From an optimization exercise on the open Yosys and OpenROAD flow, aimed at small area; shortcuts taken in it are not production practice. Only simulation tests tie the RTL to the original design; equivalence was not proved. The clock port is modelled as an ideal driver; clocking choices that lean on that would not hold on a real chip. Power is estimated from default activity; no workload was simulated.

--- flow/run.sh ---
#!/bin/bash
# Layout flow: the standard ORFS flow (standard.sh) with these changes:
#  * synthesis is the standard flow's own script (synth_recipe.tcl) except that ABC maps the
#    logic with an area-oriented script (flow/area.abc) and adder cells are not
#    extracted first; registers are left exactly as the standard synthesis makes them;
#  * ports are buffered with the smallest buffer cell.
# Every tool's output goes to a log file in this folder (ORFS's own per-step logs
# are under orfs/logs).
set -euo pipefail
W=$(pwd)
{
  echo 'proc abc {args} {'
  echo '  set i [lsearch -exact $args -script]'
  echo "  if {\$i >= 0} { lset args [expr {\$i + 1}] {$W/flow/area.abc} }"
  echo '  yosys abc {*}$args'
  echo '}'
  cat synth_recipe.tcl
} > area_synth.tcl
sed "s#SYNTH_SCRIPT=[^ ]*#SYNTH_SCRIPT=$W/area_synth.tcl#" standard.sh > area_standard.sh
grep -q "SYNTH_SCRIPT=$W/area_synth.tcl" area_standard.sh
export ADDER_MAP_FILE=
export BUFFER_PORTS_ARGS="-buffer_cell sky130_fd_sc_hd__buf_1"
bash area_standard.sh > flow.log 2>&1
--- flow/area.abc ---
strash
&get -n
&deepsyn -T 60
&put
&get -n
&dch -f
&nf -R 1000
&put
--- standard.sh ---
#!/bin/bash
# synth_recipe.tcl (not shown) runs the flow's synth.tcl, then flattens the netlist and writes it again
# the make line also repeats each setting of config.mk as NAME=value (left out here)
make -C /OpenROAD-flow-scripts/flow DESIGN_CONFIG=/design/flow/config.mk WORK_HOME=/design/flow/orfs CLKGATE_MAP_FILE= SYNTH_SCRIPT=/design/flow/synth_recipe.tcl "${@:-finish}"
--- config.mk ---
export PLATFORM = sky130hd
export DESIGN_NAME = top
export DESIGN_NICKNAME = top
export VERILOG_FILES = /design/flow/design.v
export SDC_FILE = /design/flow/constraint.sdc
export NUM_CORES = 4
export LEC_CHECK = 0
export CAP_MARGIN = 20
export CORE_MARGIN = 2
export CORE_UTILIZATION = 60
export SLEW_MARGIN = 20
--- constraint.sdc ---
create_clock -name core_clock -period 20.0 [get_ports {clk}]
set_input_delay 4.0000 -clock core_clock [delete_from_list [all_inputs] [get_ports {clk}]]
set_output_delay 4.0000 -clock core_clock [all_outputs]
set_load 0.01 [all_outputs]
--- design.v ---
module clock(
    input clk,
    input reset,
    input tick,
    input [5:0] SW,
    input k1, k2, k3,                    
    output reg [5:0] seconds,
    output reg [5:0] minutes,
    output reg [4:0] hours,
    output reg [5:0] stopwatch_seconds,
    output reg [5:0] stopwatch_minutes,
    output reg [4:0] stopwatch_hours,
    output reg [5:0] timer_seconds,
    output reg [5:0] timer_minutes,
    output reg [4:0] timer_hours,
    output reg alarm_trigger,
    output reg [4:0] debug_alarm_hours,
    output reg [5:0] debug_alarm_minutes,
    output [4:0] alarm_hours,
    output [5:0] alarm_minutes
);
    reg stopwatch_running, timer_running;
    reg pk1, pk2, pk3;                   
    reg psw1, ptm, psw5;                 
    wire set_time  = SW[0];
    wire sw_mode   = SW[1];
    wire set_timer = SW[3];
    wire tmr_mode  = SW[2] & ~SW[3];
    wire set_alarm = SW[5];
    wire run       = ~set_alarm;
    wire alarm_h_inc = pk2 & psw5;
    wire alarm_m_inc = pk1 & psw5;
    assign alarm_hours   = alarm_h_inc ? ((debug_alarm_hours == 5'd23) ? 5'd0 : debug_alarm_hours + 5'd1) : debug_alarm_hours;
    assign alarm_minutes = alarm_m_inc ? ((debug_alarm_minutes == 6'd59) ? 6'd0 : debug_alarm_minutes + 6'd1) : debug_alarm_minutes;
    wire sw_start  = sw_mode & k3 & ~(pk3 & psw1);
    wire sw_stop   = sw_mode & k2 & ~(pk2 & psw1);
    wire sw_clear  = sw_mode & k1 & ~(pk1 & psw1);
    wire t_start   = tmr_mode & k3 & ~(pk3 & ptm);
    wire t_stop    = tmr_mode & k2 & ~(pk2 & ptm);
    wire t_clear   = tmr_mode & k1 & ~(pk1 & ptm);
    wire al_clear  = k3 & ~pk3;
    wire s59 = seconds == 6'd59;
    wire m59 = minutes == 6'd59;
    wire h23 = hours == 5'd23;
    wire t_s_en = set_time ? k3 : 1'b1;
    wire t_m_en = set_time ? k1 : s59;
    wire t_h_en = set_time ? k2 : s59 & m59;
    wire sw_cnt = sw_mode & stopwatch_running;
    wire sw_clr = sw_clear;
    wire sws59 = stopwatch_seconds == 6'd59;
    wire swm59 = stopwatch_minutes == 6'd59;
    wire ts0 = timer_seconds == 6'd0;
    wire tm0 = timer_minutes == 6'd0;
    wire th0 = timer_hours == 5'd0;
    wire t_zero = ts0 & tm0 & th0;
    wire t_cnt = tmr_mode & timer_running;
    wire t_dec = t_cnt & ~t_zero;
    wire ts_inc = set_timer & k3;
    wire tm_inc = set_timer & k1;
    wire th_inc = set_timer & k2;
    wire ts_dec = t_dec;
    wire tm_dec = t_dec & ts0;
    wire th_dec = t_dec & ts0 & tm0;
    always @(posedge clk or posedge reset) begin
        if (reset) begin
            seconds <= 0;
            minutes <= 0;
            hours <= 0;
            stopwatch_seconds <= 0;
            stopwatch_minutes <= 0;
            stopwatch_hours <= 0;
            stopwatch_running <= 0;
            timer_seconds <= 0;
            timer_minutes <= 0;
            timer_hours <= 0;
            timer_running <= 0;
            alarm_trigger <= 0;
            debug_alarm_hours <= 0;
            debug_alarm_minutes <= 0;
            pk1 <= 0;
            pk2 <= 0;
            pk3 <= 0;
            psw1 <= 0;
            ptm <= 0;
            psw5 <= 0;
        end else if (tick) begin
            pk1 <= k1;
            pk2 <= k2;
            pk3 <= k3;
            psw1 <= sw_mode;
            ptm <= tmr_mode;
            psw5 <= set_alarm;
            debug_alarm_hours <= alarm_hours;
            debug_alarm_minutes <= alarm_minutes;
            alarm_trigger <= ~al_clear & run &
                             (alarm_trigger | (hours == alarm_hours && minutes == alarm_minutes && seconds == 6'd0));
            if (run) begin
                if (t_s_en) seconds <= s59 ? 6'd0 : seconds + 6'd1;
                if (t_m_en) minutes <= m59 ? 6'd0 : minutes + 6'd1;
                if (t_h_en) hours <= h23 ? 5'd0 : hours + 5'd1;
                if (sw_cnt)
                    stopwatch_seconds <= sws59 ? 6'd0 : stopwatch_seconds + 6'd1;
                else if (sw_clr)
                    stopwatch_seconds <= 6'd0;
                if (sw_cnt & sws59)
                    stopwatch_minutes <= swm59 ? 6'd0 : stopwatch_minutes + 6'd1;
                else if (sw_clr)
                    stopwatch_minutes <= 6'd0;
                if (sw_cnt & sws59 & swm59)
                    stopwatch_hours <= (stopwatch_hours == 5'd23) ? 5'd0 : stopwatch_hours + 5'd1;
                else if (sw_clr)
                    stopwatch_hours <= 5'd0;
                if (sw_stop | sw_clear)
                    stopwatch_running <= 1'b0;
                else if (sw_start)
                    stopwatch_running <= 1'b1;
                if (ts_inc)
                    timer_seconds <= (timer_seconds == 6'd59) ? 6'd0 : timer_seconds + 6'd1;
                else if (ts_dec)
                    timer_seconds <= ts0 ? 6'd59 : timer_seconds - 6'd1;
                else if (t_clear)
                    timer_seconds <= 6'd0;
                if (tm_inc)
                    timer_minutes <= (timer_minutes == 6'd59) ? 6'd0 : timer_minutes + 6'd1;
                else if (tm_dec)
                    timer_minutes <= tm0 ? 6'd59 : timer_minutes - 6'd1;
                else if (t_clear)
                    timer_minutes <= 6'd0;
                if (th_inc)
                    timer_hours <= (timer_hours == 5'd23) ? 5'd0 : timer_hours + 5'd1;
                else if (th_dec)
                    timer_hours <= timer_hours - 5'd1;
                else if (t_clear)
                    timer_hours <= 5'd0;
                if (t_stop | t_clear | (t_cnt & t_zero))
                    timer_running <= 1'b0;
                else if (t_start)
                    timer_running <= 1'b1;
            end
        end
    end
endmodule
module top(
    input clk,                           
    input reset,                         
    input tick,                          
    input [5:0] SW,                      
    input [3:1] KEY,                     
    output [6:0] HEX0, HEX1, HEX2,
                   HEX3, HEX4, HEX5,
    output [16:0] LEDR
);
	wire [5:0] seconds, minutes, stopwatch_seconds, stopwatch_minutes, timer_seconds, timer_minutes;
	wire [4:0] hours, stopwatch_hours, timer_hours;
	wire [5:0] alarm_minutes, debug_alarm_minutes;
	wire [4:0] alarm_hours, debug_alarm_hours;
	wire alarm_trigger;
	clock clock_inst(
		.clk(clk), .reset(reset), .tick(tick), .SW(SW),
		.k1(~KEY[1]), .k2(~KEY[2]), .k3(~KEY[3]),
		.seconds(seconds), .minutes(minutes), .hours(hours),
		.stopwatch_seconds(stopwatch_seconds), .stopwatch_minutes(stopwatch_minutes), .stopwatch_hours(stopwatch_hours),
		.timer_seconds(timer_seconds), .timer_minutes(timer_minutes), .timer_hours(timer_hours),
		.alarm_trigger(alarm_trigger),
		.debug_alarm_hours(debug_alarm_hours), .debug_alarm_minutes(debug_alarm_minutes),
		.alarm_hours(alarm_hours), .alarm_minutes(alarm_minutes)
	);
	wire show_alarm = SW[4] | SW[5];
	wire show_sw    = SW[1];
	wire show_timer = SW[2] | SW[3];
	wire [5:0] display_sec = show_alarm ? 6'd0 : show_sw ? stopwatch_seconds : show_timer ? timer_seconds : seconds;
	wire [5:0] display_min = show_alarm ? alarm_minutes : show_sw ? stopwatch_minutes : show_timer ? timer_minutes : minutes;
	wire [4:0] display_hr  = show_alarm ? alarm_hours : show_sw ? stopwatch_hours : show_timer ? timer_hours : hours;
	seg2 d_sec(.v(display_sec), .tens(HEX1), .ones(HEX0));
	seg2 d_min(.v(display_min), .tens(HEX3), .ones(HEX2));
	seg2 d_hr (.v({1'b0, display_hr}), .tens(HEX5), .ones(HEX4));
	assign LEDR[0] = alarm_trigger;
	assign LEDR[1] = ~KEY[1];
	assign LEDR[2] = ~KEY[2];
	assign LEDR[3] = ~KEY[3];
	assign LEDR[4] = SW[4];
	assign LEDR[5] = SW[5];
	assign LEDR[10:6] = debug_alarm_hours;
	assign LEDR[16:11] = debug_alarm_minutes;
endmodule
module seg2(input [5:0] v, output [6:0] tens, output [6:0] ones);
	wire [3:0] t = v / 10;
	wire [3:0] o = v % 10;
	seg7 st(.d(t), .seg(tens));
	seg7 so(.d(o), .seg(ones));
endmodule
module seg7(input [3:0] d, output reg [6:0] seg);
	always @(*) begin
		case (d)
			4'd0: seg = 7'b1000000;
			4'd1: seg = 7'b1111001;
			4'd2: seg = 7'b0100100;
			4'd3: seg = 7'b0110000;
			4'd4: seg = 7'b0011001;
			4'd5: seg = 7'b0010010;
			4'd6: seg = 7'b0000010;
			4'd7: seg = 7'b1111000;
			4'd8: seg = 7'b0000000;
			4'd9: seg = 7'b0010000;
			default: seg = 7'b1111111;
		endcase
	end
endmodule
==> results of run 1 <==
worst max-delay path, stage by stage:
cell and delay, ps:
buf_1 220, or2_0 490, nor3_1 830, a222oi_1 260
a21boi_0 300, or3_1 500, nor2b_1 180, nor3_1 80
a31oi_1 310, clkinv_1 110, o21ai_0 170, o211ai_1 150
nor3_1 200, buf_1 170
flip-flops by register name, summed over array words and instances, names as in the netlist, 5 cells and up:
| register | flops |
|---|---|
| clock_inst.debug_alarm_hours | 5 |
| clock_inst.debug_alarm_minutes | 6 |
| clock_inst.hours | 5 |
| clock_inst.minutes | 6 |
| clock_inst.seconds | 6 |
| clock_inst.stopwatch_hours | 5 |
| clock_inst.stopwatch_minutes | 6 |
| clock_inst.stopwatch_seconds | 6 |
| clock_inst.timer_hours | 5 |
| clock_inst.timer_minutes | 6 |
| clock_inst.timer_seconds | 6 |
path summary, 6_finish.rpt:
kind,from,slack (ps),cells past startpoint,end
min,clock_inst.alarm_trigger,510,1,clock_inst.alarm_trigger
max reg2reg,clock_inst.timer_minutes[0],17000,11,clock_inst.timer_seconds[4]
max,SW[5],8010,14,HEX3[2]
max in group asynchronous,reset,15520,3,clock_inst.stopwatch_minutes[0]
min reg2reg,clock_inst.alarm_trigger,510,1,clock_inst.alarm_trigger
min in group asynchronous,reset,3870,3,clock_inst.debug_alarm_hours[1]
final cells by class:
type	count	share of cell area, %
inverters	17	1.23
multi-input cells	469	51.8
well taps	99	2.39
repair buffers	73	5.58
clock inverters	7	2.32
clock buffers	9	2.39
flip-flops and latches	71	34.3
cell usage after synthesis (2+ instances only):
cell type  instances  area [µm²]
or2_0              8        50.1
xor2_1             8        70.1
a22o_1             5        43.8
o31ai_1            2        15.0
a21oi_1           52         260
o22a_1             3        26.3
a211oi_1           7        52.6
o211ai_1           2        15.0
o221ai_1           3        26.3
a21boi_0           6        45.0
nor4_1             4        25.0
nor3_1            18        90.1
dfrtp_1           71        1780
o21ai_0           41         205
nor4b_1            2        17.5
nand2b_1           6        37.5
buf_4              8        60.1
nand2_1           54         203
a31oi_1           10        62.6
o21a_1             8        60.1
nand3_1           16        80.1
or3_1              5        31.3
o21bai_1           4        30.0
clkinv_1          17        63.8
a22oi_1            6        45.0
nor3b_1            3        22.5
and2_0            10        62.6
nor2_1            87         327
a2111oi_0          3        26.3
nor2b_1           12        75.1
o22ai_1           10        62.6
a21o_1             6        45.0
nand4_1            8        50.1
and3_1            13        81.3
a222oi_1           5        50.1
xnor2_1           16         140
mux2i_1            4        40.0
mux2_1             9         101
and4_1             2        17.5
where the power goes:
group | total, mW | internal [mW] | leakage [nW] | switching [mW]
clock | 0.140 | 0.0832 | 0.120 | 0.0570
sequential | 0.246 | 0.182 | 0.897 | 0.0639
combinational | 0.300 | 0.118 | 1.15 | 0.181
total | 0.685 | 0.383 | 2.17 | 0.302
cell families (layout without fill, tap and decap cells):
group           Yosys count  after routing  synth area share [%]
flops                    71             71                  38.7
other cells               1              1                0.0818
xor+xnor                 24             24                  4.58
buf+inv                  25            106                  2.70
fa+ha+maj                 1              1                 0.218
mux                      13             13                  3.08
compound gates          180            180                  24.7
simple gates            250            250                  25.8
layer usage:
layer  routed length (µm)  track usage [%]  up-vias  part of all wire, %
li1                     -                -     2232                    -
met1                 5510             43.0     2208                   45
met2                 5730             50.1      182                   47
met3                  825             3.32       22                  6.7
met4                  190             9.22        0                  1.6
met5                    0                0        -                    0
per-stage QoR:
| step | power, mW | worst slack [ps] | hold WS (ps) |
|---|---|---|---|
| finish | 0.685 | 8010 | 512 |
| global route | 0.738 | 7700 | 544 |
| CTS | 0.683 | 8160 | 521 |
| detailed placement | 0.542 | 8210 | 503 |
| global placement | 0.533 | 8420 | 491 |
| floorplan | 0.450 | 8940 | 474 |
==> qor.yml, run 1 <==
floorplan:
  core_um2: 7330
  dieArea_um2: 8360
  ios: 71
  fp.dieH_um: 91.4
  start_util_pct: 62.6
  die_w_um: 91.4
  core.rowCount: 31
cells_and_area:
  final_nets: 653
  seqCellArea_um2: 1780
  multi_input_area_um2: 2690
  final_cell_mix: "nor2_1, dfrtp_1, buf_1"
  instances_no_fill: 745
  antennaDiodeCount: 0
  layout-drive-gt1-share_pct: 3.25
  fillers: 619
  final_util_pct: 70.7
  syn2layout_area_growth_pct: 13.0
  fin_area_um2: 5180
  layout_commonest_cell: "nor2_1"
clocking:
  numCtsBuffers: 9
  htree_levels: 3
  clock_path_buffers: 2
  post_cts_buffers: 0
  clkSlewWorstSetupHoldPaths_ps: 80
  clk_latency_ps: 350
  postCtsResizedCells: 0
  cts_tree: "done"
  hold_buffers: 0
  cts_root_buffer: "clkbuf_8"
  cts_sinks: 71
place:
  place.gp.congestion: 0.891
  dpl-instance-area_um2: 4940
  portBuffers: 69
  dp_hpwl_um: 8940
  dp_cells: 729
worst_setup_path:
  timing.setup.critical_path_class: "in2out"
  crit_path_end_kind: "primary output"
  worstPathMaxFanout: 10
  cp.arrival_ps: 7990
  required_ps: 16000
  cp-start-kind: "input pin"
detailed_routing:
  vias_per_cell: 6.23
  routed_wl_um: 12300
  drt_iter0_drc: 339
  wire_per_inst_um: 16.5
  via_count: 4644
  ant_nets: 0
  drc: 0
  dr.pass1.iters: 5
min_path:
  hp-class: "reg2reg"
timing:
  setup-tns-final_ps: 0
  min_period_over_period_pct: 60.0
  fin_skew_ps: 9.51
  hold_viol: 0
  final.min_clock_period_ps: 11990
  tightest_slew_ps: 1010
  max_freq_mhz: 83.4
  drv_slew: 0
  setup_viol: 0
  rsz0062_at_grt: "no"
  slew_headroom_pct: 32.6
grt:
  track_usage_pct: 30.7
  grt_max_degree: 72
  grt_pass1_wl_um: 20600
  overflow: 0
  grt_pass1_vias: 4122
  antenna_found_initial: 0
job:
  max-cap-violations: 0
yosys:
  synth_seq_area_share_pct: 38.7
  async_flop_share_pct: 100
  ys_ff_latch: 71
  synth-edff-count: 0
  yosysUniqueCellTypes: 50
  synth_area_per_cell_um2: 8.12
  synthCells: 565
  syn_area_um2: 4590
  ys_warn_count: 2
  synth_ff_type: "dfrtp_1"
power:
  leakage_nw: 2.17
  vdd_drop_max_uv: 72.9
  powerDensity_nw_per_um2: 132
status:
  status: "no timing/DRC/antenna violations"
==> inputs of run 2 (changes only) <==
--- a/flow/run.sh
+++ b/flow/run.sh
@@ -20,4 +20,5 @@
 grep -q "SYNTH_SCRIPT=$W/area_synth.tcl" area_standard.sh
 export ADDER_MAP_FILE=
 export BUFFER_PORTS_ARGS="-buffer_cell sky130_fd_sc_hd__buf_1"
+export CTS_ARGS="-sink_clustering_enable -repair_clock_nets -dont_use_dummy_load"
 bash area_standard.sh > flow.log 2>&1
==> run 2 against run 1 <==
Effect of this change:
- utilization is 1.6 points lower
- sequential share of layout area up 0.81 points
- power is 8.1% lower
- die area unchanged
- sequential cell count unchanged
- non-clock buffer count unchanged
- combinational power about the same
- first-iteration DRC count is 18% higher
- final cell count is 0.94% lower
- synthesized cell count stayed put
- critical path type unchanged
- largest cell class unchanged
- largest power group unchanged
==> qor.yml, run 2 <==
status:
  status: "no timing/DRC/antenna violations"
clocking:
  cts_sinks: 71  # unchanged
  htree_levels: 3  # unchanged
  clock_path_buffers: 2  # unchanged
  clk_latency_ps: 350  # about the same
  hold_buffers: 0  # unchanged
  cts_root_buffer: "clkbuf_8"
  postCtsResizedCells: 0  # unchanged
  post_cts_buffers: 0  # unchanged
  numCtsBuffers: 9  # unchanged
  cts_tree: "done"
  clkSlewWorstSetupHoldPaths_ps: 60  # -20 ps
grt:
  overflow: 0  # unchanged
  grt_pass1_wl_um: 20500  # -0.47%
  antenna_found_initial: 0  # unchanged
  grt_max_degree: 72  # unchanged
  grt_pass1_vias: 4102  # -0.49%
  track_usage_pct: 30.5  # -0.12 points
yosys:
  synth_area_leader_cell: "dfrtp_1"
  synth_top_area_share_pct: 38.7  # unchanged
  ys_warn_count: 2  # unchanged
  synth_area_leaders: "dfrtp_1, nor2_1, a21oi_1"
  syn_area_um2: 4590  # unchanged
  synth-edff-count: 0  # unchanged
  synth_area_per_cell_um2: 8.12  # unchanged
  ys_top_cells_by_count: "nor2_1, dfrtp_1, nand2_1"
  synthCells: 565  # unchanged
  synth_ff_type: "dfrtp_1"
  async_flop_share_pct: 100  # unchanged
  synth_seq_area_share_pct: 38.7  # unchanged
  yosysUniqueCellTypes: 50  # unchanged
  yosysMostFrequentCell: "nor2_1"
  ys_ff_latch: 71  # unchanged
timing:
  rsz0062_at_grt: "no"
  drv_slew: 0  # unchanged
  fin_ws_ps: 8080  # +78.9 ps
  slew_headroom_pct: 32.4  # -0.22 points
  setup-tns-final_ps: 0  # unchanged
  tightest_slew_ps: 1010  # +3.24 ps
  min_period_over_period_pct: 59.6  # -0.39 points
  max_freq_mhz: 83.9  # +0.66%
  hold_viol: 0  # unchanged
  final.min_clock_period_ps: 11920  # -78.9 ps
  fin_skew_ps: 22.1  # +12.6 ps
  setup_viol: 0  # unchanged
worst_setup_path:
  crit_path_end_kind: "primary output"
  cp_cell_sequence: "buf_1 -> or2_0 -> nor3_1 -> a222oi_1 -> a21boi_0 -> or3_1 -> nor2b_1 -> nor3_1 -> a31oi_1 -> clkinv_1 -> o21ai_0 -> o211ai_1 -> nor3_1 -> buf_1"
  reg2reg_slack_ps: 16970  # -30 ps
  cp_top_family: "simple AND/OR/NAND/NOR gates"
  cp-start-kind: "input pin"
  required_ps: 16000  # about the same
  endpoint: "HEX3[2]"
  reg2reg_depth: 11  # unchanged
  cp.arrival_ps: 7920  # -70 ps
  cpMaxStageDelayCell: "nor3_1"
  timing.setup.critical_path_class: "in2out"
  max_stage_delay_ps: 810  # -20 ps
  cpMostUsedCell: "nor3_1"
  worst-path-buf-inv: 3  # unchanged
  r2r-end: "clock_inst.timer_seconds[4]"
  startpoint: "SW[5]"
  cp_num_cells: 14  # unchanged
  worstPathMaxFanout: 10  # unchanged
  reg2reg_from: "clock_inst.timer_minutes[0]"
place:
  place.gp.congestion: 0.891  # unchanged
  dp_hpwl_um: 8940  # unchanged
  portBuffers: 69  # unchanged
  dp_cells: 729  # unchanged
  place_ws_ps: 8210  # unchanged
cells_and_area:
  layout-drive-gt1-share_pct: 2.19  # -1.1 points
  syn2layout_area_growth_pct: 10.4
  final_cell_mix: "nor2_1, dfrtp_1, buf_1"
  fillers: 628  # +1.5%
  layout_commonest_cell: "nor2_1"
  final_nets: 653  # unchanged
  instances_no_fill: 738  # -0.94%
  antennaDiodeCount: 0  # unchanged
detailed_routing:
  drc: 0  # unchanged
  wire_per_inst_um: 16.4  # -0.60%
  route.layer.met1.wl_um: 5280  # -4.2%
  routed_wl_um: 12100  # -1.5%
  ant_nets: 0  # unchanged
  dr.pass1.iters: 5  # unchanged
  vias_per_cell: 6.22  # -0.25%
  top_layer_used: "met4"
  wl_met3_um: 920  # +12%
  via_count: 4589  # -1.2%
  wl_met2_um: 5660  # -1.2%
  drt_iter0_drc: 399  # +18%
min_path:
  hp-class: "reg2reg"
  hold_start: "clock_inst.alarm_trigger"
floorplan:
  dieArea_um2: 8360  # unchanged
  core.rowCount: 31  # unchanged
  start_util_pct: 62.6  # unchanged
  die_w_um: 91.4  # unchanged
  core_um2: 7330  # unchanged
  fp.dieH_um: 91.4  # unchanged
  ios: 71  # unchanged
power:
  leakage_nw: 2.12  # -2.5%
  vdd_drop_max_uv: 67.3  # -7.6%
  powerDensity_nw_per_um2: 124  # -5.9%
  power.total_mw: 0.630  # -8.1%
job:
  max-cap-violations: 0  # unchanged
-- run 2: where the power goes --
| group | internal, mW | switching, mW | total, mW | leakage (nW) |
|---|---|---|---|---|
| Combinational | 0.118 | 0.180 | 0.299 | 1.15 |
| Sequential | 0.182 | 0.0632 | 0.245 | 0.897 |
| Clock | 0.0401 | 0.0462 | 0.0863 | 0.0647 |
-- run 2: cells by family (layout without fill, tap and decap cells) --
| family | count (synthesis) | count (layout) | share of synthesized area, % |
|---|---|---|---|
| other | 1 | 1 | 0.0818 |
| buffers and inverters | 25 | 99 | 2.70 |
| muxes | 13 | 13 | 3.08 |
| xor gates and xnor gates | 24 | 24 | 4.58 |
| AOI/OAI and AO/OA | 180 | 180 | 24.7 |
| and+or+nand+nor | 250 | 250 | 25.8 |
| DFF | 71 | 71 | 38.7 |
| adders and majority gates | 1 | 1 | 0.218 |
-- run 2: how the worst min path moves through the flow --
stage / endpoint / cells past startpoint
2_1_floorplan: clock_inst.alarm_trigger / 1
3_3_place_gp: clock_inst.alarm_trigger / 1
3_5_place_dp: clock_inst.alarm_trigger / 1
4_1_cts: clock_inst.alarm_trigger / 1
5_1_grt: clock_inst.alarm_trigger / 1
6_report: clock_inst.alarm_trigger / 1
-- run 2: metal layers --
layer	up-vias	GRT usage, %
li1	2218	-
met1	2172	42.8
met2	181	49.1
met3	18	4.15
met4	0	9.60
met5	-	0
-- run 2: layout make-up --
type	instances	area, µm²	share of cell area, %
sequential	71	1780	35.1
multi-input combinational	469	2690	53.0
inverter	17	63.8	1.26
timing repair buffer	73	289	5.71
clock buffer	9	124	2.45
tap	99	124	2.45
-- run 2: stage by stage --
| stage | cell area, µm² | util, % | hold slack, ps |
|---|---|---|---|
| floorplan | 4590 | - | 474 |
| global placement | 4940 | 67.4 | 491 |
| detailed placement | 4940 | 67.4 | 503 |
| CTS | 5060 | 69.1 | 518 |
| global route | 5060 | 69.1 | 541 |
| finish | 5060 | 69.1 | 509 |
==> inputs of run 3 (changes only) <==
--- a/flow/run.sh
+++ b/flow/run.sh
@@ -3,7 +3,8 @@
 #  * synthesis is the standard flow's own script (synth_recipe.tcl) except that ABC maps the
 #    logic with an area-oriented script (flow/area.abc) and adder cells are not
 #    extracted first; registers are left exactly as the standard synthesis makes them;
-#  * ports are buffered with the smallest buffer cell.
+#  * ports are buffered with the smallest buffer cell;
+#  * the clock tree inserts no dummy loads.
 # Every tool's output goes to a log file in this folder (ORFS's own per-step logs
 # are under orfs/logs).
 set -euo pipefail
==> run 3 against run 2 <==
Effect of this change:
- worst setup slack unchanged
- clock skew unchanged
- register-to-register slack about the same
- sequential power about the same
- largest cell class unchanged
==> qor.yml, run 3 <==
status:
  status: "no timing/DRC/antenna violations"
detailed_routing:
  drc: 0  # unchanged
  wl_met3_um: 920  # unchanged
  top_layer_used: "met4"
  dr.pass1.iters: 5  # unchanged
  drt_iter0_drc: 399  # unchanged
  wire_per_inst_um: 16.4  # unchanged
  via_count: 4589  # unchanged
  vias_per_cell: 6.22  # unchanged
  ant_nets: 0  # unchanged
  routed_wl_um: 12100  # unchanged
  wl_met2_um: 5660  # unchanged
  route.layer.met1.wl_um: 5280  # unchanged
power:
  p_sw_mw: 0.289  # unchanged
  power_frac_comb_pct: 47.4  # about the same
  leakage_nw: 2.12  # unchanged
  vdd_drop_max_uv: 67.3  # unchanged
  switching_share_pct: 45.9  # unchanged
  p_int_mw: 0.341  # unchanged
  share_seq_of_total_power_pct: 38.9  # about the same
  powerDensity_nw_per_um2: 124  # unchanged
  pwr-share-clk_pct: 13.7  # about the same
grt:
  grt_pass1_wl_um: 20500  # unchanged
  grt_max_degree: 72  # unchanged
  overflow: 0  # unchanged
  grt_pass1_vias: 4102  # unchanged
  track_usage_pct: 30.5  # unchanged
  antenna_found_initial: 0  # unchanged
timing:
  slew_headroom_pct: 32.4  # unchanged
  hold_viol: 0  # unchanged
  setup_viol: 0  # unchanged
  fin_ws_ps: 8080  # unchanged
  tightest_slew_ps: 1010  # unchanged
  drv_slew: 0  # unchanged
  rsz0062_at_grt: "no"
  min_period_over_period_pct: 59.6  # unchanged
  setup-tns-final_ps: 0  # unchanged
  final.min_clock_period_ps: 11920  # unchanged
  max_freq_mhz: 83.9  # unchanged
  fin_skew_ps: 22.1  # unchanged
cells_and_area:
  final_cell_mix: "nor2_1, dfrtp_1, buf_1"
  antennaDiodeCount: 0  # unchanged
  fillers: 628  # unchanged
  final_nets: 653  # unchanged
  final_util_pct: 69.1  # unchanged
  syn2layout_area_growth_pct: 10.4  # unchanged
  layout_commonest_cell: "nor2_1"
  layout-drive-gt1-share_pct: 2.19  # unchanged
yosys:
  ys_top_cells_by_count: "nor2_1, dfrtp_1, nand2_1"
  syn_area_um2: 4590  # unchanged
  synthCells: 565  # unchanged
  synth_ff_type: "dfrtp_1"
  synth_seq_area_share_pct: 38.7  # unchanged
  synth_area_leaders: "dfrtp_1, nor2_1, a21oi_1"
  yosysMostFrequentCell: "nor2_1"
  yosysUniqueCellTypes: 50  # unchanged
  ys_warn_count: 2  # unchanged
  synth_top_area_share_pct: 38.7  # unchanged
  synth-edff-count: 0  # unchanged
  ys_ff_latch: 71  # unchanged
  async_flop_share_pct: 100  # unchanged
  synth_area_leader_cell: "dfrtp_1"
  synth_area_per_cell_um2: 8.12  # unchanged
clocking:
  post_cts_buffers: 0  # unchanged
  postCtsResizedCells: 0  # unchanged
  hold_buffers: 0  # unchanged
  numCtsBuffers: 9  # unchanged
  clock_path_buffers: 2  # unchanged
  cts_sinks: 71  # unchanged
  cts_root_buffer: "clkbuf_8"
  clkSlewWorstSetupHoldPaths_ps: 60  # about the same
  clk_latency_ps: 350  # about the same
  htree_levels: 3  # unchanged
  cts_tree: "done"
floorplan:
  start_util_pct: 62.6  # unchanged
  die_w_um: 91.4  # unchanged
  core.rowCount: 31  # unchanged
  fp.dieH_um: 91.4  # unchanged
  dieArea_um2: 8360  # unchanged
  core_um2: 7330  # unchanged
  ios: 71  # unchanged
worst_setup_path:
  cp-start-kind: "input pin"
  cp.arrival_ps: 7920  # about the same
  cpMostUsedCell: "nor3_1"
  max_stage_delay_ps: 810  # about the same
  cp_cell_sequence: "buf_1 -> or2_0 -> nor3_1 -> a222oi_1 -> a21boi_0 -> or3_1 -> nor2b_1 -> nor3_1 -> a31oi_1 -> clkinv_1 -> o21ai_0 -> o211ai_1 -> nor3_1 -> buf_1"
  cpMaxStageDelayCell: "nor3_1"
  worstPathMaxFanout: 10  # unchanged
  required_ps: 16000  # about the same
  reg2reg_depth: 11  # unchanged
  timing.setup.critical_path_class: "in2out"
  crit_path_end_kind: "primary output"
min_path:
  hp-class: "reg2reg"
  worstHoldPathCells: 1  # unchanged
job:
  max-cap-violations: 0  # unchanged
place:
  place_ws_ps: 8210  # unchanged
  place.gp.congestion: 0.891  # unchanged
  portBuffers: 69  # unchanged
  dp_hpwl_um: 8940  # unchanged
[run 3: cell counts after synthesis]
No cell type changed its count.
[run 3: final cells by class]
class | instances | area (µm²) | area share [%]
Multi-Input combinational cell | 469 | 2690 | 53.0
Sequential cell | 71 | 1780 | 35.1
Timing Repair Buffer | 73 | 289 | 5.71
Clock buffer | 9 | 124 | 2.45
Tap cell | 99 | 124 | 2.45
Inverter | 17 | 63.8 | 1.26
[run 3: power groups by stage]
stage | clock [mW] | combinational (mW) | sequential, mW
final | 0.0863 | 0.299 | 0.245
after global routing | 0.0944 | 0.338 | 0.253
after CTS | 0.0881 | 0.298 | 0.243
after detailed placement | 0 | 0.297 | 0.246
after global placement | 0 | 0.289 | 0.244
after floorplan | 0 | 0.219 | 0.231
[run 3: worst max-delay path, delay by kind of cell]
| kind | cells | cell delay (ps) |
|---|---|---|
| simple gates | 6 | 2240 |
| compound gates | 5 | 1170 |
| buf+inv | 3 | 500 |
[run 3: through the flow]
stage          hold WS (ps)  total power, mW  cells  area [µm²]
6_report                509            0.630    738        5060
5_1_grt                 541            0.685    738        5060
4_1_cts                 518            0.630    738        5060
3_5_place_dp            503            0.542    729        4940
3_3_place_gp            491            0.533    729        4940
2_1_floorplan           474            0.450    565        4590
[run 3: logic make-up (layout without fill, tap and decap cells)]
| kind of cell | Yosys count | in the layout | share of synthesized area [%] |
|---|---|---|---|
| xor+xnor | 24 | 24 | 4.58 |
| buf+inv | 25 | 99 | 2.70 |
| compound gates | 180 | 180 | 24.7 |
| other cells | 1 | 1 | 0.0818 |
| flops | 71 | 71 | 38.7 |
| mux | 13 | 13 | 3.08 |
| simple gates | 250 | 250 | 25.8 |
| fa+ha+maj | 1 | 1 | 0.218 |
[run 3: path summary, 6_finish.rpt]
path	startpoint	to	slack [ps]
setup / recovery	SW[5]	HEX3[2]	8080
hold / removal	clock_inst.alarm_trigger	clock_inst.alarm_trigger	510
min in group asynchronous	reset	clock_inst.stopwatch_hours[4]	3910
max in group asynchronous	reset	clock_inst.timer_seconds[4]	15500
setup reg to reg	clock_inst.timer_minutes[0]	clock_inst.timer_seconds[4]	16970
hold reg to reg	clock_inst.alarm_trigger	clock_inst.alarm_trigger	510
[run 3: routing by layer]
layer | GRT usage (%) | vias up
li1 | - | 2218
met1 | 42.8 | 2172
met4 | 9.60 | 0
met5 | 0 | -
met3 | 4.15 | 18
met2 | 49.1 | 181
==> inputs of run 4 (changes only) <==
==> flow/run.sh (replaced) <==
#!/bin/bash
# Layout flow: the standard ORFS flow (standard.sh) with these changes:
#  * synthesis is the standard flow's own script (synth_recipe.tcl) except for the logic
#    mapping: ABC runs an area-oriented script (deepsyn, then mapping with
#    &nf) with several random seeds and the smallest result is kept, and
#    adder cells are not extracted first. Registers are not touched by ABC,
#    so they are exactly the standard synthesis's;
#  * ports are buffered with the smallest buffer cell;
#  * clock tree: clkbuf_8 cells only and no dummy loads.
# Every tool's output goes to a log file in this folder (ORFS's own per-step
# logs are under orfs/logs; flow.log has make's output).
set -euo pipefail
W=$(pwd)
SEEDS="1 2 3 4"
for s in $SEEDS; do
  printf 'strash\n&get -n\n&deepsyn -T 45 -S %s\n&put\n&get -n\n&dch -f\n&nf -R 1000\n&put\n' "$s" > "$W/area_$s.abc"
done
{
  echo "set area_seeds {$SEEDS}"
  echo "set area_dir {$W}"
  cat <<'EOT'
proc abc {args} {
  global area_seeds area_dir
  set i [lsearch -exact $args -script]
  set lib [lindex $args [expr {[lsearch -exact $args -liberty] + 1}]]
  yosys design -save area_pre_abc
  set best ""
  foreach s $area_seeds {
    yosys design -load area_pre_abc
    lset args [expr {$i + 1}] "$area_dir/area_$s.abc"
    yosys abc {*}$args
    set st [tee -q -s result.string stat -liberty $lib]
    regexp {Chip area for module[^:]*:\s*([0-9.]+)} $st -> a
    puts "AREA_SEED $s: $a"
    if {$best eq "" || $a < $best} {
      set best $a
      yosys design -save area_best
    }
  }
  yosys design -load area_best
  puts "AREA_BEST $best"
}
EOT
  cat synth_recipe.tcl
} > area_synth.tcl
sed "s#SYNTH_SCRIPT=[^ ]*#SYNTH_SCRIPT=$W/area_synth.tcl REMOVE_ABC_BUFFERS=1#" standard.sh > area_standard.sh
grep -q "SYNTH_SCRIPT=$W/area_synth.tcl" area_standard.sh
export ADDER_MAP_FILE=
export BUFFER_PORTS_ARGS="-buffer_cell sky130_fd_sc_hd__buf_1"
export CTS_ARGS="-sink_clustering_enable -repair_clock_nets -dont_use_dummy_load -buf_list sky130_fd_sc_hd__clkbuf_8"
bash area_standard.sh > flow.log 2>&1
--- a/config.mk
+++ b/config.mk
@@ -8,4 +8,5 @@
 export CAP_MARGIN = 20
 export CORE_MARGIN = 2
 export CORE_UTILIZATION = 60
+export GPL_TIMING_DRIVEN = 0
 export SLEW_MARGIN = 20
removed: flow/area.abc
==> run 4 against run 3 <==
Effect of this change:
- combinational power is 5% higher
- critical endpoint is now HEX2[2]
- worst setup slack worse by 110 ps
- register-to-register slack worse by 410 ps
- wire length is 5.0% lower
- die area is 1.2% lower
- sequential share of layout area is 0.44 points higher
- sequential power is 2% higher
- final cell count is 0.27% higher
- power is 3.3% higher
- global-route usage is 1.8 points lower
- hold slack worse by 14 ps
- count of clock-buffer cells in the layout stayed put
==> qor.yml, run 4 <==
status:
  status: "no timing/DRC/antenna violations"
min_path:
  hp-class: "reg2reg"
clocking:
  numCtsBuffers: 9  # unchanged
  postCtsResizedCells: 0  # unchanged
  clk_latency_ps: 360  # about the same
  hold_buffers: 0  # unchanged
  htree_levels: 3  # unchanged
  clkSlewWorstSetupHoldPaths_ps: 50  # about the same
  cts_sinks: 71  # unchanged
  post_cts_buffers: 0  # unchanged
  cts_tree: "done"
  cts_root_buffer: "clkbuf_8"
  clock_path_buffers: 2  # unchanged
yosys:
  synth-edff-count: 0  # unchanged
  ys_warn_count: 2  # unchanged
  synth_fa_ha_area_share_pct: 0  # -0.22 points
  syn_area_um2: 4530  # -1.3%
  async_flop_share_pct: 100  # unchanged
  synth_area_leaders: "dfrtp_1, a21oi_1, nor2_1"
  yosysMostFrequentCell: "nor2_1"
  synth_top_family_by_area: "simple AND/OR/NAND/NOR gates"
  synth_area_leader_cell: "dfrtp_1"
  synthMuxAreaShare_pct: 1.16  # -1.9 points
  synth_ff_type: "dfrtp_1"
  ys_top_cells_by_count: "nor2_1, nand2_1, dfrtp_1"
  synth_area_per_cell_um2: 7.94  # -2.1%
  synth_seq_area_share_pct: 39.2  # +0.49 points
  synth_top_area_share_pct: 39.2  # +0.49 points
  yosysUniqueCellTypes: 51  # +2.0%
  synthCells: 570  # +0.88%
  ys_ff_latch: 71  # unchanged
  synth_compound_area_share_pct: 24.0  # -0.76 points
  synth-simple-area-share_pct: 28.5  # +2.7 points
  synthXorXnorAreaFrac_pct: 4.45  # -0.14 points
cells_and_area:
  layout-drive-gt1-share_pct: 2.18  # -0.0068 points
  fillers: 647  # +3.0%
  layout_commonest_cell: "nor2_1"
  multi_input_area_um2: 2650  # -1.4%
  seqCellArea_um2: 1780  # unchanged
  final_cell_mix: "nor2_1, nand2_1, dfrtp_1"
  antennaDiodeCount: 0  # unchanged
  final_nets: 655  # +0.31%
  syn2layout_area_growth_pct: 10.4  # about the same
floorplan:
  dieArea_um2: 8260  # -1.2%
  core.rowCount: 31  # unchanged
  core_um2: 7290  # -0.53%
  fp.dieH_um: 90.9  # -0.60%
  start_util_pct: 62.1  # -0.46 points
  die_w_um: 90.9  # -0.60%
  ios: 71  # unchanged
power:
  power.total_mw: 0.651  # +3.3%
  vdd_drop_max_uv: 156  # +130%
  powerDensity_nw_per_um2: 130  # +4.6%
  leakage_nw: 2.09  # -1.2%
grt:
  grt_max_degree: 72  # unchanged
  antenna_found_initial: 0  # unchanged
  grt_pass1_vias: 4040  # -1.5%
  track_usage_pct: 28.7  # -1.8 points
  overflow: 0  # unchanged
  grt_pass1_wl_um: 19200  # -6.6%
detailed_routing:
  wire_per_inst_um: 15.5  # -5.2%
  routed_wl_um: 11500  # -5.0%
  via_count: 4526  # -1.4%
  drc: 0  # unchanged
  vias_per_cell: 6.12  # -1.6%
  drt_iter0_drc: 389  # -2.5%
  dr.pass1.iters: 5  # unchanged
  ant_nets: 0  # unchanged
worst_setup_path:
  timing.setup.critical_path_class: "in2out"
  reg2reg_from: "clock_inst.timer_seconds[2]"
  worstPathMaxFanout: 11  # +1
  startpoint: "SW[5]"
  reg2reg_depth: 9  # -2
  r2r-end: "clock_inst.timer_hours[4]"
  crit_path_end_kind: "primary output"
  cp.arrival_ps: 8020  # +100 ps
  required_ps: 16000  # about the same
  reg2reg_slack_ps: 16560  # -410 ps
  cp-start-kind: "input pin"
  endpoint: "HEX2[2]"
timing:
  setup-tns-final_ps: 0  # unchanged
  final.min_clock_period_ps: 12020  # +109 ps
  slew_headroom_pct: 36.7  # +4.3 points
  rsz0062_at_grt: "no"
  fin_skew_ps: 17.3  # -4.83 ps
  drv_slew: 0  # unchanged
  hold_viol: 0  # unchanged
  max_freq_mhz: 83.2  # -0.91%
  tightest_slew_ps: 940  # -74.8 ps
  setup_viol: 0  # unchanged
  min_period_over_period_pct: 60.1  # +0.54 points
place:
  dp_hpwl_um: 8680  # -3.0%
  portBuffers: 69  # unchanged
  place.gp.congestion: 0.865  # -2.9%
job:
  max-cap-violations: 0  # unchanged
run 4: cell count changes in the layout (fill, tap and decap cells not counted), moves of 5 or more:
cell / delta
nor2b_1: -5
and2_0: +5
nand2_1: +20
a211oi_1: -5
a21oi_1: +16
mux2_1: -7
nor2_1: -10
o21ai_0: -6
run 4: where the power goes:
part	total [mW]	switching [mW]	leakage, nW	internal (mW)
clock	0.0881	0.0480	0.0647	0.0401
combinational	0.313	0.191	1.13	0.122
sequential	0.250	0.0664	0.892	0.184
run 4: layer usage:
metal	vias to the layer above	GRT usage, %	part of all wire (%)
met5	-	0	0
met3	21	3.59	6.0
met4	0	11.4	2.1
li1	2215	-	-
met1	2132	41.4	47
met2	158	44.3	45
run 4: layout make-up:
cell class / count / area share (%)
Timing Repair Buffer: 70 / 5.36
Tap cell: 99 / 2.48
Sequential cell: 71 / 35.5
Inverter: 15 / 1.23
Multi-Input combinational cell: 476 / 52.9
Clock buffer: 9 / 2.48
run 4: worst max-delay path: stages:
cell and delay (ps):
buf_1 180, nor2_1 550, and2_0 640, a222oi_1 190, o21a_1 210, nor2_1 210
a21o_1 160, a21boi_0 290, clkinv_1 130, nand2_1 120, nor3b_1 80, mux2i_1 210
nand3_1 100, o21ai_0 120, o21a_1 170, a21oi_1 60, nor4_1 280, and2_0 170
buf_1 150
run 4: worst min path at each step:
stage | from | endpoint | slack, ps | cells after the start
after global placement | clock_inst.alarm_trigger | clock_inst.alarm_trigger | 470 | 2
after floorplan | clock_inst.stopwatch_minutes[5] | clock_inst.stopwatch_minutes[5] | 460 | 1
after global routing | clock_inst.alarm_trigger | clock_inst.alarm_trigger | 510 | 2
after detailed placement | clock_inst.alarm_trigger | clock_inst.alarm_trigger | 480 | 2
final | clock_inst.alarm_trigger | clock_inst.alarm_trigger | 500 | 2
after CTS | clock_inst.alarm_trigger | clock_inst.alarm_trigger | 490 | 2
run 4: cell families (layout without fill, tap and decap cells):
group	count (synthesis)	in the layout
AO/OA/AOI/OAI	177	177
XOR/XNOR	23	23
buffers and inverters	23	94
flip-flops	71	71
multiplexers	5	5
other	1	1
AND/OR/NAND/NOR	270	270
run 4: through the flow:
step	cells	util (%)	setup slack (ps)	area [µm²]	hold slack [ps]
after CTS	740	68.6	8020	5000	486
after global routing	740	68.6	7410	5000	512
after detailed placement	731	66.9	8050	4880	475
after global placement	730	66.5	7350	4850	470
final	740	68.6	7980	5000	495
after floorplan	562	-	8130	4470	463
==> inputs of run 5 (changes only) <==
--- a/flow/run.sh
+++ b/flow/run.sh
@@ -5,6 +5,8 @@
 #    &nf) with several random seeds and the smallest result is kept, and
 #    adder cells are not extracted first. Registers are not touched by ABC,
 #    so they are exactly the standard synthesis's;
+#  * the buffers synthesis puts on pass-through outputs are removed at
+#    floorplan (REMOVE_ABC_BUFFERS), as port buffering adds its own;
 #  * ports are buffered with the smallest buffer cell;
 #  * clock tree: clkbuf_8 cells only and no dummy loads.
 # Every tool's output goes to a log file in this folder (ORFS's own per-step
==> run 5 against run 4 <==
Effect of this change:
- still clean on timing, DRC and antenna
- count of clock-buffer cells in the layout is the same
- clock skew unchanged
- fmax did not move
- utilization stayed put
- via count did not move
- first-iteration DRC count unchanged
- highest routed layer unchanged
==> qor.yml, run 5 <==
grt:
  antenna_found_initial: 0  # unchanged
  grt_pass1_wl_um: 19200  # unchanged
  track_usage_pct: 28.7  # unchanged
  grt_pass1_vias: 4040  # unchanged
  overflow: 0  # unchanged
  grt_max_degree: 72  # unchanged
worst_setup_path:
  reg2reg_from: "clock_inst.timer_seconds[2]"
  cp.arrival_ps: 8020  # about the same
  worst-path-buf-inv: 3  # unchanged
  worstPathMaxFanout: 11  # unchanged
  max_stage_delay_ps: 640  # about the same
  startpoint: "SW[5]"
  crit_path_end_kind: "primary output"
  cp_top_family: "simple AND/OR/NAND/NOR gates"
  cp_cell_sequence: "buf_1 -> nor2_1 -> and2_0 -> a222oi_1 -> o21a_1 -> nor2_1 -> a21o_1 -> a21boi_0 -> clkinv_1 -> nand2_1 -> nor3b_1 -> mux2i_1 -> nand3_1 -> o21ai_0 -> o21a_1 -> a21oi_1 -> nor4_1 -> and2_0 -> buf_1"
  required_ps: 16000  # about the same
  cpMaxStageDelayCell: "and2_0"
  timing.setup.critical_path_class: "in2out"
  cp-start-kind: "input pin"
yosys:
  async_flop_share_pct: 100  # unchanged
  ys_top_cells_by_count: "nor2_1, nand2_1, dfrtp_1"
  synth_area_leader_cell: "dfrtp_1"
  ys_ff_latch: 71  # unchanged
  synth-simple-area-share_pct: 28.5  # unchanged
  syn_area_um2: 4530  # unchanged
  synth_area_leaders: "dfrtp_1, a21oi_1, nor2_1"
  synthCells: 570  # unchanged
  yosysMostFrequentCell: "nor2_1"
  synthMuxAreaShare_pct: 1.16  # unchanged
  synth_fa_ha_area_share_pct: 0  # unchanged
  synth_top_area_share_pct: 39.2  # unchanged
  synth_top_family_by_area: "simple AND/OR/NAND/NOR gates"
  synth_compound_area_share_pct: 24.0  # unchanged
  synth_area_per_cell_um2: 7.94  # unchanged
  synth_ff_type: "dfrtp_1"
  synth_seq_area_share_pct: 39.2  # unchanged
  yosysUniqueCellTypes: 51  # unchanged
  synth-edff-count: 0  # unchanged
  ys_warn_count: 2  # unchanged
  synthXorXnorAreaFrac_pct: 4.45  # unchanged
detailed_routing:
  via_count: 4526  # unchanged
  vias_per_cell: 6.12  # unchanged
  dr.pass1.iters: 5  # unchanged
  wire_per_inst_um: 15.5  # unchanged
  drt_iter0_drc: 389  # unchanged
  routed_wl_um: 11500  # unchanged
  ant_nets: 0  # unchanged
  drc: 0  # unchanged
power:
  power_frac_comb_pct: 48.0  # about the same
  vdd_drop_max_uv: 156  # unchanged
  pwr-share-clk_pct: 13.5  # about the same
  switching_share_pct: 46.9  # unchanged
  power.total_mw: 0.651  # unchanged
  leakage_nw: 2.09  # unchanged
  p_sw_mw: 0.305  # unchanged
  share_seq_of_total_power_pct: 38.4  # about the same
  p_int_mw: 0.345  # unchanged
  powerDensity_nw_per_um2: 130  # unchanged
timing:
  setup-tns-final_ps: 0  # unchanged
  slew_headroom_pct: 36.7  # unchanged
  final.min_clock_period_ps: 12020  # unchanged
  fin_skew_ps: 17.3  # unchanged
  rsz0062_at_grt: "no"
  hold_viol: 0  # unchanged
  setup_viol: 0  # unchanged
  drv_slew: 0  # unchanged
  tightest_slew_ps: 940  # unchanged
  min_period_over_period_pct: 60.1  # unchanged
  max_freq_mhz: 83.2  # unchanged
cells_and_area:
  layout-drive-gt1-share_pct: 2.18  # unchanged
  final_nets: 655  # unchanged
  antennaDiodeCount: 0  # unchanged
  final_cell_mix: "nor2_1, nand2_1, dfrtp_1"
  layout_commonest_cell: "nor2_1"
  syn2layout_area_growth_pct: 10.4  # unchanged
  final_util_pct: 68.6  # unchanged
floorplan:
  start_util_pct: 62.1  # unchanged
  core_um2: 7290  # unchanged
  die_w_um: 90.9  # unchanged
  ios: 71  # unchanged
  dieArea_um2: 8260  # unchanged
  fp.dieH_um: 90.9  # unchanged
  core.rowCount: 31  # unchanged
min_path:
  hold_start: "clock_inst.alarm_trigger"
  hp-class: "reg2reg"
place:
  portBuffers: 69  # unchanged
  place.gp.congestion: 0.865  # unchanged
  dp_hpwl_um: 8680  # unchanged
clocking:
  hold_buffers: 0  # unchanged
  htree_levels: 3  # unchanged
  clock_path_buffers: 2  # unchanged
  cts_sinks: 71  # unchanged
  clkSlewWorstSetupHoldPaths_ps: 50  # about the same
  postCtsResizedCells: 0  # unchanged
  cts_tree: "done"
  post_cts_buffers: 0  # unchanged
  cts_root_buffer: "clkbuf_8"
  clk_latency_ps: 360  # about the same
  numCtsBuffers: 9  # unchanged
job:
  max-cap-violations: 0  # unchanged
status:
  status: "no timing/DRC/antenna violations"
## run 5: path summary, 6_finish.rpt
path	slack, ps	depth (start not counted)	endpoint
max reg2reg	16560	9	clock_inst.timer_hours[4]
min in group asynchronous	3720	2	clock_inst.seconds[0]
max	7980	19	HEX2[2]
min reg2reg	500	2	clock_inst.alarm_trigger
min	500	2	clock_inst.alarm_trigger
max in group asynchronous	15840	2	clock_inst.timer_minutes[1]
## run 5: worst register-to-register path, delay by kind of cell (launching register included)
| kind | cells | cell delay, ps |
|---|---|---|
| compound gates | 2 | 260 |
| flops | 1 | 470 |
| simple gates | 7 | 2580 |
## run 5: area by class of cell
type / count / area [µm²]
flip-flops and latches: 71 / 1780
fillers: 647 / 2290
clock buffers: 9 / 124
multi-input cells: 476 / 2650
inverters: 15 / 61.3
repair buffers: 70 / 268
well taps: 99 / 124
## run 5: power groups by stage
| stage | Combinational [mW] | Clock [mW] | Sequential, mW |
|---|---|---|---|
| floorplan | 0.222 | 0 | 0.238 |
| global placement | 0.301 | 0 | 0.247 |
| detailed placement | 0.310 | 0 | 0.250 |
| CTS | 0.312 | 0.0890 | 0.248 |
| global route | 0.354 | 0.0947 | 0.259 |
| finish | 0.313 | 0.0881 | 0.250 |
## run 5: routing by layer
metal  vias to the layer above  track usage [%]  wire [µm]
li1                       2215                -          -
met1                      2132             41.4       5390
met2                       158             44.3       5160
met3                        21             3.59        684
met4                         0             11.4        238
met5                         -                0          0
## run 5: metrics by stage
step	hold WS, ps	instance area (µm²)	std cells	worst slack (ps)
2_1_floorplan	463	4470	562	8130
3_3_place_gp	470	4850	730	7350
3_5_place_dp	475	4880	731	8050
4_1_cts	486	5000	740	8020
5_1_grt	512	5000	740	7410
6_report	495	5000	740	7980
## run 5: cells by family after synthesis
family	Yosys count
flip-flops	71
multiplexers	5
AO/OA/AOI/OAI	177
AND/OR/NAND/NOR	270
buffers and inverters	23
other	1
XOR/XNOR	23
==> inputs of run 6 (changes only) <==
--- a/flow/run.sh
+++ b/flow/run.sh
@@ -49,5 +49,5 @@
 grep -q "SYNTH_SCRIPT=$W/area_synth.tcl" area_standard.sh
 export ADDER_MAP_FILE=
 export BUFFER_PORTS_ARGS="-buffer_cell sky130_fd_sc_hd__buf_1"
-export CTS_ARGS="-sink_clustering_enable -repair_clock_nets -dont_use_dummy_load -buf_list sky130_fd_sc_hd__clkbuf_8"
+export CTS_ARGS="-sink_clustering_enable -repair_clock_nets -dont_use_dummy_load -buf_list sky130_fd_sc_hd__clkbuf_8 -sink_buffer_max_cap_derate 1.0"
 bash area_standard.sh > flow.log 2>&1
==> run 6 against run 5 <==
Effect of this change:
- still clean on timing, DRC and antenna
- sequential power about the same
- final cell count did not move
- synthesized cell count stayed put
- global-route usage did not move
- clock skew did not move
- first-iteration DRC count stayed put
- utilization did not move
- critical path type unchanged
- critical endpoint unchanged
==> qor.yml, run 6 <==
status:
  status: "no timing/DRC/antenna violations"
detailed_routing:
  wire_per_inst_um: 15.5  # unchanged
  route.layer.met1.wl_um: 5390  # unchanged
  dr.pass1.iters: 5  # unchanged
  vias_per_cell: 6.12  # unchanged
  drc: 0  # unchanged
  top_layer_used: "met4"
  wl_met2_um: 5160  # unchanged
  wl_met3_um: 684  # unchanged
  routed_wl_um: 11500  # unchanged
  via_count: 4526  # unchanged
  drt_iter0_drc: 389  # unchanged
  ant_nets: 0  # unchanged
power:
  share_seq_of_total_power_pct: 38.4  # about the same
  pwr-share-clk_pct: 13.5  # about the same
  switching_share_pct: 46.9  # unchanged
  powerDensity_nw_per_um2: 130  # unchanged
  leakage_nw: 2.09  # unchanged
  p_int_mw: 0.345  # unchanged
  power.total_mw: 0.651  # unchanged
  power_frac_comb_pct: 48.0  # about the same
  p_sw_mw: 0.305  # unchanged
  vdd_drop_max_uv: 156  # unchanged
yosys:
  yosysUniqueCellTypes: 51  # unchanged
  synth_area_leader_cell: "dfrtp_1"
  syn_area_um2: 4530  # unchanged
  async_flop_share_pct: 100  # unchanged
  synth_seq_area_share_pct: 39.2  # unchanged
  synth_area_per_cell_um2: 7.94  # unchanged
  synth-edff-count: 0  # unchanged
  ys_top_cells_by_count: "nor2_1, nand2_1, dfrtp_1"
  ys_warn_count: 2  # unchanged
  yosysMostFrequentCell: "nor2_1"
  ys_ff_latch: 71  # unchanged
  synth_top_area_share_pct: 39.2  # unchanged
  synth_area_leaders: "dfrtp_1, a21oi_1, nor2_1"
  synthCells: 570  # unchanged
  synth_ff_type: "dfrtp_1"
floorplan:
  core.rowCount: 31  # unchanged
  die_w_um: 90.9  # unchanged
  ios: 71  # unchanged
  dieArea_um2: 8260  # unchanged
  start_util_pct: 62.1  # unchanged
  core_um2: 7290  # unchanged
  fp.dieH_um: 90.9  # unchanged
timing:
  min_period_over_period_pct: 60.1  # unchanged
  setup-tns-final_ps: 0  # unchanged
  drv_slew: 0  # unchanged
  hold_viol: 0  # unchanged
  tightest_slew_ps: 940  # unchanged
  final.min_clock_period_ps: 12020  # unchanged
  holdWs_ps: 495  # unchanged
  setup_viol: 0  # unchanged
  fin_skew_ps: 17.3  # unchanged
  max_freq_mhz: 83.2  # unchanged
  slew_headroom_pct: 36.7  # unchanged
  rsz0062_at_grt: "no"
  fin_ws_ps: 7980  # unchanged
clocking:
  post_cts_buffers: 0  # unchanged
  cts_root_buffer: "clkbuf_8"
  postCtsResizedCells: 0  # unchanged
  cts_tree: "done"
  hold_buffers: 0  # unchanged
  clock_path_buffers: 2  # unchanged
  clk_latency_ps: 360  # about the same
  clkSlewWorstSetupHoldPaths_ps: 50  # about the same
  cts_sinks: 71  # unchanged
  htree_levels: 3  # unchanged
  numCtsBuffers: 9  # unchanged
worst_setup_path:
  cpMaxStageDelayCell: "and2_0"
  crit_path_end_kind: "primary output"
  worstPathMaxFanout: 11  # unchanged
  timing.setup.critical_path_class: "in2out"
  cp_cell_sequence: "buf_1 -> nor2_1 -> and2_0 -> a222oi_1 -> o21a_1 -> nor2_1 -> a21o_1 -> a21boi_0 -> clkinv_1 -> nand2_1 -> nor3b_1 -> mux2i_1 -> nand3_1 -> o21ai_0 -> o21a_1 -> a21oi_1 -> nor4_1 -> and2_0 -> buf_1"
  reg2reg_slack_ps: 16560  # about the same
  required_ps: 16000  # about the same
  cp.arrival_ps: 8020  # about the same
  cp-start-kind: "input pin"
  max_stage_delay_ps: 640  # about the same
place:
  dp_hpwl_um: 8680  # unchanged
  portBuffers: 69  # unchanged
  place.gp.congestion: 0.865  # unchanged
  place_ws_ps: 8050  # unchanged
  dp_cells: 731  # unchanged
cells_and_area:
  antennaDiodeCount: 0  # unchanged
  instances_no_fill: 740  # unchanged
  final_nets: 655  # unchanged
  fillers: 647  # unchanged
  final_cell_mix: "nor2_1, nand2_1, dfrtp_1"
  multi_input_area_um2: 2650  # unchanged
  layout-drive-gt1-share_pct: 2.18  # unchanged
  layout_commonest_cell: "nor2_1"
  syn2layout_area_growth_pct: 10.4  # unchanged
  seqCellArea_um2: 1780  # unchanged
grt:
  track_usage_pct: 28.7  # unchanged
  grt_max_degree: 72  # unchanged
  grt_pass1_wl_um: 19200  # unchanged
  grt_pass1_vias: 4040  # unchanged
  antenna_found_initial: 0  # unchanged
  overflow: 0  # unchanged
min_path:
  hp-class: "reg2reg"
job:
  max-cap-violations: 0  # unchanged
==> run 6: cell counts after synthesis <==
No cell type changed its count.
==> run 6: final timing paths <==
path / startpoint / end / cells after the start
worst max-delay path: SW[5] / HEX2[2] / 19
worst min-delay path: clock_inst.alarm_trigger / clock_inst.alarm_trigger / 2
worst max register to register: clock_inst.timer_seconds[2] / clock_inst.timer_hours[4] / 9
worst min register to register: clock_inst.alarm_trigger / clock_inst.alarm_trigger / 2
max in group asynchronous: reset / clock_inst.timer_minutes[1] / 2
min in group asynchronous: reset / clock_inst.seconds[0] / 2
==> run 6: kinds of logic after synthesis <==
group | synth area share (%)
mux | 1.16
buf+inv | 2.57
simple gates | 28.5
compound gates | 24.0
flops | 39.2
other cells | 0.0828
xor+xnor | 4.45
==> run 6: power groups by stage <==
stage                     combinational [mW]  clock, mW  sequential, mW
after floorplan                        0.222          0           0.238
after global placement                 0.301          0           0.247
after detailed placement               0.310          0           0.250
after CTS                              0.312     0.0890           0.248
after global routing                   0.354     0.0947           0.259
final                                  0.313     0.0881           0.250
==> run 6: through the flow <==
step | area (µm²) | util [%]
floorplan | 4470 | -
global placement | 4850 | 66.5
detailed placement | 4880 | 66.9
CTS | 5000 | 68.6
global route | 5000 | 68.6
finish | 5000 | 68.6
==> run 6: critical path: cells and delay by family <==
| family | cells | cell delay [ps] |
|---|---|---|
| multiplexers | 1 | 210 |
| AND/OR/NAND/NOR | 8 | 2150 |
| AO/OA/AOI/OAI | 7 | 1200 |
| buffers and inverters | 3 | 460 |
==> run 6: per-layer routing <==
metal	global-route usage [%]	vias up
met5	0	-
met4	11.4	0
met3	3.59	21
met2	44.3	158
met1	41.4	2132
li1	-	2215
==> run 6: area by class of cell <==
class	instances	share of cell area, %
multi-input cells	476	52.9
clock buffers	9	2.48
flip-flops and latches	71	35.5
well taps	99	2.48
repair buffers	70	5.36
inverters	15	1.23
==> inputs of run 7 (changes only) <==
--- a/flow/run.sh
+++ b/flow/run.sh
@@ -8,7 +8,9 @@
 #  * the buffers synthesis puts on pass-through outputs are removed at
 #    floorplan (REMOVE_ABC_BUFFERS), as port buffering adds its own;
 #  * ports are buffered with the smallest buffer cell;
-#  * clock tree: clkbuf_8 cells only and no dummy loads.
+#  * clock tree: clkbuf_8 cells and no dummy loads, then each clock buffer
+#    is downsized to the smallest clkbuf cell that keeps the flip-flop clock
+#    pins' slew under 115 ps (flow/post_cts.tcl, run by ORFS after CTS).
 # Every tool's output goes to a log file in this folder (ORFS's own per-step
 # logs are under orfs/logs; flow.log has make's output).
 set -euo pipefail
@@ -49,5 +51,6 @@
 grep -q "SYNTH_SCRIPT=$W/area_synth.tcl" area_standard.sh
 export ADDER_MAP_FILE=
 export BUFFER_PORTS_ARGS="-buffer_cell sky130_fd_sc_hd__buf_1"
-export CTS_ARGS="-sink_clustering_enable -repair_clock_nets -dont_use_dummy_load -buf_list sky130_fd_sc_hd__clkbuf_8 -sink_buffer_max_cap_derate 1.0"
+export CTS_ARGS="-sink_clustering_enable -repair_clock_nets -dont_use_dummy_load -buf_list sky130_fd_sc_hd__clkbuf_8"
+export POST_CTS_TCL="$W/flow/post_cts.tcl"
 bash area_standard.sh > flow.log 2>&1
==> flow/post_cts.tcl (new file) <==
set clk_sizes {sky130_fd_sc_hd__clkbuf_2 sky130_fd_sc_hd__clkbuf_4 sky130_fd_sc_hd__clkbuf_8 sky130_fd_sc_hd__clkbuf_16}
set clk_slew_limit 0.115

proc worst_clk_pin_slew {} {
  estimate_parasitics -placement
  set worst 0
  foreach pin [get_pins -hierarchical */CLK] {
    set s [get_property $pin slew_max]
    if {$s > $worst} { set worst $s }
  }
  return $worst
}

set clk_bufs {}
foreach inst [get_cells -hierarchical clkbuf_*] {
  lappend clk_bufs [get_name $inst]
}
# leaf buffers (names clkbuf_<level>_<index>__f_...) before the root
set clk_bufs [lsort -decreasing $clk_bufs]
puts "clock buffer sizing: worst flip-flop clock slew before [worst_clk_pin_slew]"
foreach name $clk_bufs {
  set orig [get_property [get_cells $name] ref_name]
  set done 0
  foreach cell $clk_sizes {
    if {$cell eq $orig} { break }
    replace_cell $name $cell
    if {[worst_clk_pin_slew] <= $clk_slew_limit} {
      puts "clock buffer sizing: $name $orig -> $cell"
      set done 1
      break
    }
  }
  if {!$done} { replace_cell $name $orig }
}
puts "clock buffer sizing: worst flip-flop clock slew after [worst_clk_pin_slew]"
detailed_placement
check_placement -verbose
==> run 7 against run 6 <==
Effect of this change:
- still clean on timing, DRC and antenna
- hold slack better by 6.1 ps
- design area fell by 1.1%
- sequential share of layout area increased by 0.38 points
- utilization shrank 0.72 points
- combinational power barely moved
- global-route usage is 0.11 points higher
- critical path type unchanged
- largest power group unchanged
==> qor.yml, run 7 <==
status:
  status: "no timing/DRC/antenna violations"
detailed_routing:
  wire_per_inst_um: 15.6  # +0.41%
  drt_iter0_drc: 433  # +11%
  vias_per_cell: 6.14  # +0.38%
  via_count: 4543  # +0.38%
  routed_wl_um: 11500  # +0.41%
  ant_nets: 0  # unchanged
grt:
  overflow: 0  # unchanged
  antenna_found_initial: 0  # unchanged
  grt_pass1_vias: 4021  # -0.47%
  track_usage_pct: 28.8  # +0.11 points
  grt_max_degree: 72  # unchanged
yosys:
  synth_compound_area_share_pct: 24.0  # unchanged
  synthCells: 570  # unchanged
  synth-edff-count: 0  # unchanged
  synth_top_area_share_pct: 39.2  # unchanged
  synth_ff_type: "dfrtp_1"
  ys_warn_count: 2  # unchanged
  ys_ff_latch: 71  # unchanged
  synth_seq_area_share_pct: 39.2  # unchanged
  synth-simple-area-share_pct: 28.5  # unchanged
  synth_fa_ha_area_share_pct: 0  # unchanged
  syn_area_um2: 4530  # unchanged
  yosysMostFrequentCell: "nor2_1"
  yosysUniqueCellTypes: 51  # unchanged
timing:
  max_freq_mhz: 83.0  # -0.22%
  setup_viol: 0  # unchanged
  final.min_clock_period_ps: 12050  # +26.6 ps
  setup-tns-final_ps: 0  # unchanged
  drv_slew: 0  # unchanged
  slew_headroom_pct: 37.2  # +0.54 points
  tightest_slew_ps: 932  # -8.07 ps
  fin_ws_ps: 7950  # -26.6 ps
  hold_viol: 0  # unchanged
min_path:
  hp-class: "reg2reg"
power:
  pwr-share-clk_pct: 10.6  # -2.9 points
  vdd_drop_max_uv: 156  # -0.12%
  leakage_nw: 2.07  # -1.0%
  p_sw_mw: 0.304  # -0.58%
  switching_share_pct: 48.2  # +1.3 points
  power_frac_comb_pct: 49.7  # +1.7 points
place:
  place_ws_ps: 8050  # unchanged
  place.gp.congestion: 0.865  # unchanged
  dp_hpwl_um: 8680  # unchanged
  portBuffers: 69  # unchanged
clocking:
  clkSlewWorstSetupHoldPaths_ps: 80  # +30 ps
  cts_sinks: 71  # unchanged
  clk_latency_ps: 520  # +160 ps
  cts_tree: "done"
worst_setup_path:
  cp.arrival_ps: 8050  # +30 ps
  reg2reg_depth: 9  # unchanged
  worstPathMaxFanout: 11  # unchanged
  startpoint: "SW[5]"
  r2r-end: "clock_inst.timer_hours[4]"
  endpoint: "HEX2[2]"
  timing.setup.critical_path_class: "in2out"
  crit_path_end_kind: "primary output"
  reg2reg_from: "clock_inst.timer_seconds[2]"
floorplan:
  core.rowCount: 31  # unchanged
  dieArea_um2: 8260  # unchanged
  ios: 71  # unchanged
  core_um2: 7290  # unchanged
  die_w_um: 90.9  # unchanged
  start_util_pct: 62.1  # unchanged
cells_and_area:
  multi_input_area_um2: 2650  # unchanged
  final_nets: 655  # unchanged
  seqCellArea_um2: 1780  # unchanged
  syn2layout_area_growth_pct: 9.26
  fillers: 662  # +2.3%
  antennaDiodeCount: 0  # unchanged
job:
  max-cap-violations: 0  # unchanged
==> run 7: worst min-delay path by stage <==
stage                                    start                         endpoint  slack, ps  cells after the start
2_1_floorplan  clock_inst.stopwatch_minutes[5]  clock_inst.stopwatch_minutes[5]        460                      1
3_3_place_gp          clock_inst.alarm_trigger         clock_inst.alarm_trigger        470                      2
3_5_place_dp          clock_inst.alarm_trigger         clock_inst.alarm_trigger        480                      2
5_1_grt               clock_inst.alarm_trigger         clock_inst.alarm_trigger        520                      2
6_report              clock_inst.alarm_trigger         clock_inst.alarm_trigger        500                      2
==> run 7: cell families after synthesis <==
| group | after synthesis |
|---|---|
| simple gates | 270 |
| xor+xnor | 23 |
| mux | 5 |
| flops | 71 |
| buf+inv | 23 |
| other cells | 1 |
| compound gates | 177 |
==> run 7: layer usage <==
metal  GRT usage (%)  up-vias  share of wire, %
met2            44.7      181                45
li1                -     2217                 -
met1            41.5     2121                47
met3            3.92       24               6.5
met5               0        -                 0
met4            10.6        0               2.1
==> run 7: area by class of cell <==
type	instances	share of cell area, %
inverters	15	1.24
flip-flops and latches	71	35.9
multi-input cells	476	53.5
repair buffers	70	5.41
clock buffers	9	1.44
well taps	99	2.50
==> run 7: power by group through the flow <==
stage / combinational (mW) / clock, mW / sequential, mW
final: 0.313 / 0.0671 / 0.250
after detailed placement: 0.310 / 0 / 0.250
after floorplan: 0.222 / 0 / 0.238
after global placement: 0.301 / 0 / 0.247
after global routing: 0.354 / 0.0744 / 0.258
==> run 7: stage by stage <==
step	cell area (µm²)	total power, mW	hold slack, ps	utilization (%)
floorplan	4470	0.460	463	-
global route	4950	0.687	519	67.8
finish	4950	0.630	501	67.8
detailed placement	4880	0.560	475	66.9
global placement	4850	0.549	470	66.5
==> run 7: worst max-delay path: stages <==
cell      delay (ps)
buf_1            180
nor2_1           560
and2_0           640
a222oi_1         190
o21a_1           210
nor2_1           210
a21o_1           160
a21boi_0         290
clkinv_1         130
nand2_1          120
nor3b_1           80
mux2i_1          220
nand3_1          100
o21ai_0          120
o21a_1           170
a21oi_1           60
nor4_1           280
and2_0           170
buf_1            150

Re-timed with assumed drivers on the ports (clkbuf_16 on the clock, buf_2 on other inputs), run 7 has 7.927 ns of setup slack against 7.949 ns with ideal ports, and 7.927 ns once port delays also move by the mid clock arrival of 0.534 ns.
